This design comes from an exercise in tuning for small area and few clock cycles per item on the open sky130 flow, not from production work. Only simulation tests tie the RTL to the original design; equivalence was not proved.

--- flow/flow/run.sh ---
#!/bin/bash
# The standard layout (standard.sh) with two placement changes:
#  - plain buf_1 cells as the port buffers instead of the delay buffers
#    buffer_ports picks by default;
#  - timing-driven global placement keeps its net weights but not the buffers
#    its trial repair_design runs insert (GPL_KEEP_OVERFLOW=0); the regular
#    repair steps after placement still run.
set -euo pipefail
bash standard.sh "BUFFER_PORTS_ARGS=-buffer_cell sky130_fd_sc_hd__buf_1" GPL_KEEP_OVERFLOW=0 finish > flow_make.log 2>&1
--- flow/standard.sh ---
#!/bin/bash
# synth_recipe.tcl (not shown) runs the flow's synth.tcl, then flattens the netlist and writes it again
# the make line also repeats each setting of config.mk as NAME=value (left out here)
make -C /OpenROAD-flow-scripts/flow DESIGN_CONFIG=/design/flow/config.mk WORK_HOME=/design/flow/orfs CLKGATE_MAP_FILE= SYNTH_SCRIPT=/design/flow/synth_recipe.tcl "${@:-finish}"
--- flow/config.mk ---
export PLATFORM = sky130hd
export DESIGN_NAME = sha256_core
export DESIGN_NICKNAME = sha256_core
export VERILOG_FILES = /design/flow/design.v
export SDC_FILE = /design/flow/constraint.sdc
export NUM_CORES = 4
export LEC_CHECK = 0
export CAP_MARGIN = 20
export CORE_MARGIN = 2
export CORE_UTILIZATION = 40
export CTS_BUF_LIST = sky130_fd_sc_hd__clkbuf_4 sky130_fd_sc_hd__clkbuf_8
export PLACE_DENSITY = 0.6
export SETUP_SLACK_MARGIN = 0.15
export SLEW_MARGIN = 20
--- flow/constraint.sdc ---
create_clock -name core_clock -period 8.0 [get_ports {clk}]
set_input_delay 1.6000 -clock core_clock [delete_from_list [all_inputs] [get_ports {clk}]]
set_output_delay 1.6000 -clock core_clock [all_outputs]
set_load 0.01 [all_outputs]
--- flow/design.v ---
`timescale 1ns / 1ps
module csa32(
    input [31:0] x, y, z,
    input cin,
    output [31:0] s, c
    );
    assign s = x ^ y ^ z;
    assign c = {(x[30:0] & y[30:0]) | (x[30:0] & z[30:0]) | (y[30:0] & z[30:0]), cin};
endmodule
module bsig0(input [31:0] x, output [31:0] y);
    assign y = {x[1:0], x[31:2]} ^ {x[12:0], x[31:13]} ^ {x[21:0], x[31:22]};
endmodule
module bsig1(input [31:0] x, output [31:0] y);
    assign y = {x[5:0], x[31:6]} ^ {x[10:0], x[31:11]} ^ {x[24:0], x[31:25]};
endmodule
module eround(
    input [31:0] p, e, f, g,
    output [31:0] y
    );
    wire [31:0] s1, ch, s, c;
    bsig1 u_s1(.x(e), .y(s1));
    assign ch = (e & f) | (~e & g);
    csa32 u_c(.x(p), .y(ch), .z(s1), .cin(1'b0), .s(s), .c(c));
    assign y = s + c;
endmodule
module around(
    input [31:0] t, a, b, c,
    output [31:0] y
    );
    wire [31:0] s0, mj, s, cy;
    bsig0 u_s0(.x(a), .y(s0));
    assign mj = (a & b) | (a & c) | (b & c);
    csa32 u_c(.x(t), .y(mj), .z(s0), .cin(1'b0), .s(s), .c(cy));
    assign y = s + cy;
endmodule
module compression(
    input [31:0] ain, bin, cin, ein, fin, gin, tt,
    input [31:0] dd, d2, p2,
    input pro,
    input [31:0] x, y, z,
    output [31:0] a1, a2, e2, e3, t3
    );
    wire [31:0] t1;
    around  u_a1(.t(tt), .a(ain), .b(bin), .c(cin), .y(a1));
    eround  u_e2(.p(dd), .e(ein), .f(fin), .g(gin), .y(e2));
    wire [31:0] s1e, che, t1s, t1c, t2s, t2c;
    bsig1 u_s1e(.x(ein), .y(s1e));
    assign che = (ein & fin) | (~ein & gin);
    csa32 u_t1a(.x(dd), .y(che), .z(s1e), .cin(1'b0), .s(t1s), .c(t1c));
    csa32 u_t1b(.x(t1s), .y(t1c), .z(~cin), .cin(1'b1), .s(t2s), .c(t2c));
    assign t1 = t2s + t2c;
    around  u_a2(.t(t1), .a(a1), .b(ain), .c(bin), .y(a2));
    wire [31:0] ex = pro ? x : e2;
    wire [31:0] ey = pro ? y : ein;
    wire [31:0] ez = pro ? z : fin;
    eround  u_e3(.p(d2), .e(ex), .f(ey), .g(ez), .y(e3));
    eround  u_t3(.p(p2), .e(ex), .f(ey), .g(ez), .y(t3));
endmodule
module add32_bk(
    input [31:0] x, y,
    output [31:0] s
    );
    wire [31:0] g0 = x & y, p0 = x ^ y;
    reg [31:0] G, P;
    integer l, i;
    always @(*)
        begin
            G = g0; P = p0;
            for (l = 0; l < 5; l = l + 1)
                for (i = 0; i < 32; i = i + 1)
                    if ((i % (2 << l)) == (2 << l) - 1)
                        begin
                            G[i] = G[i] | (P[i] & G[i - (1 << l)]);
                            P[i] = P[i] & P[i - (1 << l)];
                        end
            for (l = 3; l >= 0; l = l - 1)
                for (i = 0; i < 32; i = i + 1)
                    if ((i % (2 << l)) == (1 << l) - 1 && i >= (2 << l))
                        begin
                            G[i] = G[i] | (P[i] & G[i - (1 << l)]);
                            P[i] = P[i] & P[i - (1 << l)];
                        end
        end
    assign s = p0 ^ {G[30:0], 1'b0};
endmodule
`timescale 1ns / 1ps
module sigma0(
    input [31:0] X,
    output [31:0] Y
    );
    assign Y = {X[6:0], X[31:7]} ^ {X[17:0], X[31:18]} ^ {3'b000, X[31:3]};
endmodule
module sigma1(
    input [31:0] X,
    output [31:0] Y
    );
    assign Y = {X[16:0], X[31:17]} ^ {X[18:0], X[31:19]} ^ {10'b0000000000, X[31:10]};
endmodule
module expander(
    input [31:0] Wm16, Wm15, Wm7, Wm2,
    output [31:0] Wnext
    );
    wire [31:0] sigmaL0Out, sigmaL1Out, s1, c1, s2, c2;
    sigma0 s0(.X(Wm15), .Y(sigmaL0Out));
    sigma1 s1m(.X(Wm2), .Y(sigmaL1Out));
    csa32 ca(.x(sigmaL1Out), .y(Wm7), .z(Wm16), .cin(1'b0), .s(s1), .c(c1));
    csa32 cb(.x(s1), .y(c1), .z(sigmaL0Out), .cin(1'b0), .s(s2), .c(c2));
    add32_bk u_add(.x(s2), .y(c2), .s(Wnext));
endmodule
`timescale 1ns / 1ps
module sha256_core(
    input clk, rst_n,
    input start,                
    input init,                 
    input [511:0] block,        
    output ready,
    output reg done,
    output [255:0] hash
    );
    localparam
        H01 = 32'h6A09E667,
        H02 = 32'hBB67AE85,
        H03 = 32'h3C6EF372,
        H04 = 32'hA54FF53A,
        H05 = 32'h510E527F,
        H06 = 32'h9B05688C,
        H07 = 32'h1F83D9AB,
        H08 = 32'h5BE0CD19,
        K00 = 32'h428a2f98,
        K01 = 32'h71374491;
    reg [31:0] a, b, c, e, f, g;
    reg [31:0] dd;
    reg [31:0] tt;              
    reg [31:0] hx, hy, hu, hv, gx, gy, gu, gv;
    reg [31:0] W [0:15];
    reg [4:0] cnt;
    reg busy;
    reg idle;                   
    reg hvalid;                 
    reg [31:0] KA, KB;          
    assign ready = ~busy;
    wire accept = start & ~busy;
    wire last = busy & (cnt == 5'd31);
    wire init_eff = init | ~hvalid;
    always @(*)
        case (cnt)
        5'd0: KA = 32'hb5c0fbcf;
        5'd1: KA = 32'h3956c25b;
        5'd2: KA = 32'h923f82a4;
        5'd3: KA = 32'hd807aa98;
        5'd4: KA = 32'h243185be;
        5'd5: KA = 32'h72be5d74;
        5'd6: KA = 32'h9bdc06a7;
        5'd7: KA = 32'he49b69c1;
        5'd8: KA = 32'h0fc19dc6;
        5'd9: KA = 32'h2de92c6f;
        5'd10: KA = 32'h5cb0a9dc;
        5'd11: KA = 32'h983e5152;
        5'd12: KA = 32'hb00327c8;
        5'd13: KA = 32'hc6e00bf3;
        5'd14: KA = 32'h06ca6351;
        5'd15: KA = 32'h27b70a85;
        5'd16: KA = 32'h4d2c6dfc;
        5'd17: KA = 32'h650a7354;
        5'd18: KA = 32'h81c2c92e;
        5'd19: KA = 32'ha2bfe8a1;
        5'd20: KA = 32'hc24b8b70;
        5'd21: KA = 32'hd192e819;
        5'd22: KA = 32'hf40e3585;
        5'd23: KA = 32'h19a4c116;
        5'd24: KA = 32'h2748774c;
        5'd25: KA = 32'h391c0cb3;
        5'd26: KA = 32'h5b9cca4f;
        5'd27: KA = 32'h748f82ee;
        5'd28: KA = 32'h84c87814;
        5'd29: KA = 32'h90befffa;
        5'd30: KA = 32'hbef9a3f7;
        default: KA = 32'hbef9a3f7;
        endcase
    always @(*)
        case (cnt)
        5'd0: KB = 32'he9b5dba5;
        5'd1: KB = 32'h59f111f1;
        5'd2: KB = 32'hab1c5ed5;
        5'd3: KB = 32'h12835b01;
        5'd4: KB = 32'h550c7dc3;
        5'd5: KB = 32'h80deb1fe;
        5'd6: KB = 32'hc19bf174;
        5'd7: KB = 32'hefbe4786;
        5'd8: KB = 32'h240ca1cc;
        5'd9: KB = 32'h4a7484aa;
        5'd10: KB = 32'h76f988da;
        5'd11: KB = 32'ha831c66d;
        5'd12: KB = 32'hbf597fc7;
        5'd13: KB = 32'hd5a79147;
        5'd14: KB = 32'h14292967;
        5'd15: KB = 32'h2e1b2138;
        5'd16: KB = 32'h53380d13;
        5'd17: KB = 32'h766a0abb;
        5'd18: KB = 32'h92722c85;
        5'd19: KB = 32'ha81a664b;
        5'd20: KB = 32'hc76c51a3;
        5'd21: KB = 32'hd6990624;
        5'd22: KB = 32'h106aa070;
        5'd23: KB = 32'h1e376c08;
        5'd24: KB = 32'h34b0bcb5;
        5'd25: KB = 32'h4ed8aa4a;
        5'd26: KB = 32'h682e6ff3;
        5'd27: KB = 32'h78a5636f;
        5'd28: KB = 32'h8cc70208;
        5'd29: KB = 32'ha4506ceb;
        5'd30: KB = 32'hc67178f2;
        default: KB = 32'hc67178f2;
        endcase
    wire [31:0] fa0, fa1, fe0, fe1;
    add32_bk u_fa0(.x(hx), .y(a), .s(fa0));
    add32_bk u_fa1(.x(hy), .y(b), .s(fa1));
    add32_bk u_fe0(.x(gx), .y(f), .s(fe0));
    add32_bk u_fe1(.x(gy), .y(g), .s(fe1));
    assign hash = {fa0, fa1, hu, hv, fe0, fe1, gu, gv};
    wire [31:0] n0 = init_eff ? H01 : fa0;
    wire [31:0] n1 = init_eff ? H02 : fa1;
    wire [31:0] n2 = init_eff ? H03 : hu;
    wire [31:0] n3 = init_eff ? H04 : hv;
    wire [31:0] n4 = init_eff ? H05 : fe0;
    wire [31:0] n5 = init_eff ? H06 : fe1;
    wire [31:0] n6 = init_eff ? H07 : gu;
    wire [31:0] n7 = init_eff ? H08 : gv;
    wire [31:0] Wd0 = idle ? block[511:480] : W[2];
    wire [31:0] Wd1 = busy ? W[3] : block[479:448];
    wire [31:0] l1s, l1c, l2s, l2c, p2, d2;
    csa32 c_d2a(.x(idle ? n7 : g), .y(idle ? K00 : KA), .z(Wd0), .cin(1'b0), .s(l1s), .c(l1c));
    csa32 c_d2b(.x(l1s), .y(l1c), .z(idle ? n3 : b), .cin(1'b0), .s(l2s), .c(l2c));
    assign p2 = l1s + l1c;
    assign d2 = l2s + l2c;
    wire [31:0] q1s, q1c, q2s, q2c, dd_n;
    csa32 c_pa(.x(busy ? f : n6), .y(busy ? KB : K01), .z(Wd1), .cin(1'b0), .s(q1s), .c(q1c));
    csa32 c_pb(.x(q1s), .y(q1c), .z(busy ? a : n2), .cin(1'b0), .s(q2s), .c(q2c));
    add32_bk u_dd(.x(q2s), .y(q2c), .s(dd_n));
    wire [31:0] a1, a2, e2, e3, t3;
    compression u_compression(
        .ain(a), .bin(b), .cin(c), .ein(e), .fin(f), .gin(g), .tt(tt),
        .dd(dd), .d2(d2), .p2(p2),
        .pro(~busy), .x(n4), .y(n5), .z(n6),
        .a1(a1), .a2(a2), .e2(e2), .e3(e3), .t3(t3)
        );
    wire [31:0] Wn0, Wn1;
    expander u_exp0(.Wm16(W[0]), .Wm15(W[1]), .Wm7(W[9]), .Wm2(W[14]), .Wnext(Wn0));
    expander u_exp1(.Wm16(W[1]), .Wm15(W[2]), .Wm7(W[10]), .Wm2(W[15]), .Wnext(Wn1));
    integer i;
    reg [31:0] Wn [2:15];     
    always @(*)
        begin
            for (i = 2; i < 14; i = i + 1)
                Wn[i] = W[i+2];
            Wn[14] = Wn0;
            Wn[15] = Wn1;
        end
    always @(posedge clk)
        begin
            if (~rst_n)
                begin
                    cnt <= 0;
                    busy <= 0;
                    idle <= 1;
                    done <= 0;
                    hvalid <= 0;
                end
            else
                begin
                    done <= last;
                    if (accept)
                        begin
                            busy <= 1;
                            idle <= 0;
                            hvalid <= 1;
                        end
                    else if (last)
                        begin
                            busy <= 0;
                            idle <= 1;
                        end
                    if (accept)
                        cnt <= 0;
                    else
                        cnt <= cnt + 1'b1;
                end
        end
    always @(posedge clk)
        begin
            W[0] <= Wd0;
            W[1] <= Wd1;
            for (i = 2; i < 16; i = i + 1)
                W[i] <= busy ? Wn[i] : block[511-32*i -: 32];
            e <= e3;
            tt <= t3;
            dd <= dd_n;
            if (accept)
                begin
                    a <= n0; b <= n1; c <= n2;
                    f <= n4; g <= n5;
                end
            else
                begin
                    c <= a;
                    if (busy)
                        begin
                            a <= a2; b <= a1; f <= e2; g <= e;
                        end
                end
            if (accept && init_eff)
                begin
                    hx <= H03; hy <= H04; hu <= H01; hv <= H02;
                    gx <= H07; gy <= H08; gu <= H05; gv <= H06;
                end
            else if (accept || last)
                begin
                    hx <= hu; hy <= hv; hu <= fa0; hv <= fa1;
                    gx <= gu; gy <= gv; gu <= fe0; gv <= fe1;
                end
        end
endmodule
==> notes.md <==
worst max path at each step:
stage	startpoint	end	slack, ps	cells past startpoint
after floorplan	init	e[31]$_DFF_P_	20	32
after global placement	busy$_SDFFE_PN0P_	hv[7]$_SDFFE_PP1P_	-97720	2
after detailed placement	f[0]$_DFFE_PP_	e[31]$_DFF_P_	-1200	34
after CTS	a[23]$_DFFE_PP_	a[24]$_DFFE_PP_	130	29
after global routing	f[0]$_DFFE_PP_	tt[28]$_DFF_P_	70	26
final	a[8]$_DFFE_PP_	a[25]$_DFFE_PP_	150	26
synth_stat cells, types with 15 or more instances:
cell type,n
sky130_fd_sc_hd__edfxtp_1,128
sky130_fd_sc_hd__a211o_1,15
sky130_fd_sc_hd__o22a_1,74
sky130_fd_sc_hd__o211ai_1,33
sky130_fd_sc_hd__o21ai_0,363
sky130_fd_sc_hd__nor3_1,99
sky130_fd_sc_hd__nand3_1,141
sky130_fd_sc_hd__o22ai_1,21
sky130_fd_sc_hd__mux2_2,466
sky130_fd_sc_hd__clkbuf_1,325
sky130_fd_sc_hd__nor2_1,492
sky130_fd_sc_hd__dfxtp_1,969
sky130_fd_sc_hd__a21o_1,180
sky130_fd_sc_hd__xor2_1,273
sky130_fd_sc_hd__and3_1,44
sky130_fd_sc_hd__xnor2_1,571
sky130_fd_sc_hd__or2_2,26
sky130_fd_sc_hd__nand4_1,29
sky130_fd_sc_hd__nor2b_1,58
sky130_fd_sc_hd__buf_1,45
sky130_fd_sc_hd__mux2i_1,74
sky130_fd_sc_hd__o21ai_1,23
sky130_fd_sc_hd__and2_1,22
sky130_fd_sc_hd__nand2_1,638
sky130_fd_sc_hd__o21bai_1,39
sky130_fd_sc_hd__a22oi_1,17
sky130_fd_sc_hd__maj3_1,43
sky130_fd_sc_hd__o31ai_1,40
sky130_fd_sc_hd__inv_1,798
sky130_fd_sc_hd__a211oi_1,85
sky130_fd_sc_hd__o21a_1,51
sky130_fd_sc_hd__fa_1,542
sky130_fd_sc_hd__a21oi_1,565
sky130_fd_sc_hd__ha_1,467
sky130_fd_sc_hd__a31oi_1,53
sky130_fd_sc_hd__nand2b_1,67
sky130_fd_sc_hd__or3_1,30
final cells by class:
class / instances / area (um2)
Fill cell: 18100 / 98600
Multi-Input combinational cell: 5826 / 50800
Sequential cell: 1097 / 23300
Timing Repair Buffer: 1030 / 6320
Clock buffer: 308 / 3900
Tap cell: 2511 / 3140
Inverter: 800 / 3020
Clock inverter: 61 / 805
Antenna cell: 39 / 97.6
logic make-up (layout without fill, tap and decap cells):
kind of cell	count (synthesis)	count (layout)
other	0	39
adder cells (fa/ha/maj)	1052	1052
XOR/XNOR	847	847
buffers and inverters	1174	2199
AO/OA/AOI/OAI	1718	1718
multiplexers	540	540
AND/OR/NAND/NOR	1668	1669
flip-flops	1097	1097
repair_timing:
item,in CTS,in global routing
resized for setup,154,161
setup endpoints to repair,76,35
pin swaps,29,74
setup buffers,89,80
gates cloned,1,7
layer usage:
| layer | global-route usage (%) | share of wire [%] |
|---|---|---|
| met1 | 53.2 | 40 |
| met2 | 58.0 | 42 |
| met3 | 10.7 | 11 |
| met4 | 23.9 | 7.1 |
| met5 | 0.223 | 0.041 |
cells in the final DEF, fill, tap and decap left out, types with 96 or more instances in the layout:
cell type and instances:
sky130_fd_sc_hd__a21o_1 178, sky130_fd_sc_hd__a21oi_1 521, sky130_fd_sc_hd__buf_1 772, sky130_fd_sc_hd__buf_4 163, sky130_fd_sc_hd__clkbuf_8 254, sky130_fd_sc_hd__dfxtp_1 935
sky130_fd_sc_hd__edfxtp_1 128, sky130_fd_sc_hd__fa_1 531, sky130_fd_sc_hd__ha_1 452, sky130_fd_sc_hd__inv_1 782, sky130_fd_sc_hd__mux2_2 466, sky130_fd_sc_hd__nand2_1 630
sky130_fd_sc_hd__nand3_1 141, sky130_fd_sc_hd__nor2_1 489, sky130_fd_sc_hd__nor3_1 96, sky130_fd_sc_hd__o21ai_0 340, sky130_fd_sc_hd__xnor2_1 508, sky130_fd_sc_hd__xor2_1 246
worst max-delay path, delay by kind of cell, from the launching register on:
family / cells / cell delay [ps]
AOI/OAI and AO/OA: 10 / 2700
xor gates and xnor gates: 3 / 730
adders and majority gates: 5 / 2230
buffers and inverters: 2 / 300
DFF: 1 / 470
and+or+nand+nor: 6 / 1100
through the flow:
step / utilization [%] / cells / area [um2]
after global routing: 48.1 / 11600 / 91400
final: 48.1 / 11700 / 91400
after detailed placement: 43.9 / 11100 / 83400
after global placement: 42.7 / 11000 / 81200
after CTS: 47.2 / 11500 / 89700
after floorplan: - / 8096 / 76600
==> impl_summary.log <==
[metrics] overflow left after global routing: 0
[metrics] Die Y: 441 um
[metrics] clock tree from TritonCTS: yes
[metrics] RR Endpoint: a[25]$_DFFE_PP_
[metrics] initial antenna violation count: 50
[metrics] nature of the critical path endpoint: flip-flop
[metrics] final setup vio count: 0
[metrics] maximum net fanout on the critical path: 5
[metrics] number of buffers created by CTS: 198
[metrics] Syn-to-layout area delta: 19.6%
[metrics] area of the mapped netlist: 76,400 um2
[metrics] Final GP Congestion: 1.07
[metrics] 1st-pass router iterations: 6
[metrics] PortBufs: 773
[metrics] initial standard-cell utilization of the core: 40.2%
[metrics] number of flip-flops under the largest register name: 512
[metrics] standard cell with the maximum stage delay on the critical path: sky130_fd_sc_hd__fa_1
[metrics] Remaining DRCs: 0
[metrics] share of Yosys cell area claimed by the top area cell type: 25.4%
[metrics] min-delay src: W[6][4]$_DFF_P_
[metrics] delay of the slowest critical-path stage: 520 ps
[metrics] Final Net Count: 10,500
[metrics] Reg2Reg Depth: 26
[metrics] Max-cap violations: 0
[metrics] violation count after the first detailed-routing iteration: 9,216
[metrics] # hold bufs at CTS: 0
[metrics] total via count in the routed design: 69,200
[metrics] final wirelength: 406,000 um
[metrics] xor-xnor portion of the synthesized cell area: 9.76%
[metrics] area of the core region: 190,000 um2
[metrics] max frequency: 127 MHz
[metrics] Syn Inst Count: 8,096
[metrics] adder-cell area share of the yosys netlist: 22.4%
[metrics] final HPWL from detailed placement: 330,000 um
[metrics] Synth Area in Simple Gates: 9.61%
[metrics] RSZ-0062 raised after global routing: yes
[metrics] cell accounting for the most synthesized area: sky130_fd_sc_hd__dfxtp_1
[metrics] required time of the worst setup path: 8750 ps
[metrics] Mean Syn Cell Area: 9.44 um2
[metrics] area enclosed by the die boundary: 195,000 um2
[metrics] final setup skew: 96.7 ps
[metrics] routed wirelength normalized by instance count: 34.8 um
[metrics] die width: 441 um
[metrics] sequential element share of the synthesized area: 30.4%
[metrics] Worst Hold End: W[4][4]$_DFF_P_
[metrics] main combinational cell family by area after synthesis: adder cells
[metrics] Core Rows: 160
[metrics] CP arrival: 8610 ps
[metrics] Sum Neg Setup Slack: 0 ps
[metrics] share of synthesized area spent on multiplexers: 7.84%
[metrics] number of sinks on the clock net: 1,097
[metrics] number of warnings issued by yosys: 6
[metrics] Least-Margin Pin Slew: 1320 ps
[metrics] startpoint of the worst-slack reg-to-reg timing path: a[8]$_DFFE_PP_
[metrics] crit share post-route: 98.1%
[metrics] number of enable flip-flop cells after synthesis: 128
[metrics] wire length of the first global-routing pass: 531,000 um
[metrics] worst-case hold slack: 418 ps
[metrics] largest net degree at the start of global routing: 65
[metrics] CTS Root Buffer Type: sky130_fd_sc_hd__clkbuf_8
[metrics] max-slew violation count: 0
[metrics] final setup margin: 149 ps
[metrics] class of the tightest hold or removal check: reg -> reg
[metrics] Synth area leaders: sky130_fd_sc_hd__dfxtp_1 (25%), sky130_fd_sc_hd__fa_1 (14%), sky130_fd_sc_hd__ha_1 (7.6%)
[metrics] clock transition at the registers of the reported paths: 60 ps
[metrics] clock tree buffer depth: 3
[metrics] Seq cells post-synth: 1,097
[metrics] result of the run: finished clean
[metrics] final number of hold-violating endpoints: 0
[metrics] top-level port count: 774
[metrics] count of different cell masters after synthesis: 84
[metrics] net count after synthesis: 9,621
[metrics] Hold Crit Depth: 1
[metrics] main flop type after synthesis: sky130_fd_sc_hd__dfxtp_1
[metrics] Compound-Gate Fraction of Synth Area: 14.2%
[metrics] type of origin of the critical path: flip-flop
[metrics] worst skew pair latency: 1060 ps
[metrics] maximum level of the CTS H-tree: 4
[metrics] Crit Path Category: reg -> reg
[metrics] Placement Setup Slack: -1200 ps
[metrics] relative slew slack: 10.8%
[metrics] clock period minus worst slack: 7850 ps
[metrics] Synth async-reset ratio: 0%
[metrics] total routing resource utilization after global routing: 40.0%
[metrics] post-route antenna net violation count: 0
[metrics] vias in the first global route: 63,900
[metrics] Register-to-Register Setup Slack: 150 ps
[metrics] register with the highest flop count: W
[metrics] proportion of layout cells with a drive suffix above 1: 16.1%
[metrics] drt via density: 5.93
Testbench counts, summed over its fixed seeds: cycles 7,689, blocks 233.

==> separate check: timing with driven ports <==
Ports are ideal in the flow. The routed layout listed here was re-timed in OpenROAD.
Step 1, drivers: a clkbuf_16 drives clk and a buf_2 each remaining input, both assumed.
Step 2 also shifts input and output timing later by t, the mid clock arrival at the registers, as if the neighbouring blocks saw the same clock.
a / b / c = ideal ports / drivers / drivers and shift; a / b = the first two.
t (ns): 1.107
setup slack, ns: 0.149 / 0.149 / -0.686
hold WS [ns]: 0.418 / 0.418 / 0.418
worst setup path at the end: input to register
Met with ideal ports but missed after step 2: setup timing in this run. The setup slack of this run moves by 0.000 ns with the drivers and by -0.835 ns with both steps.
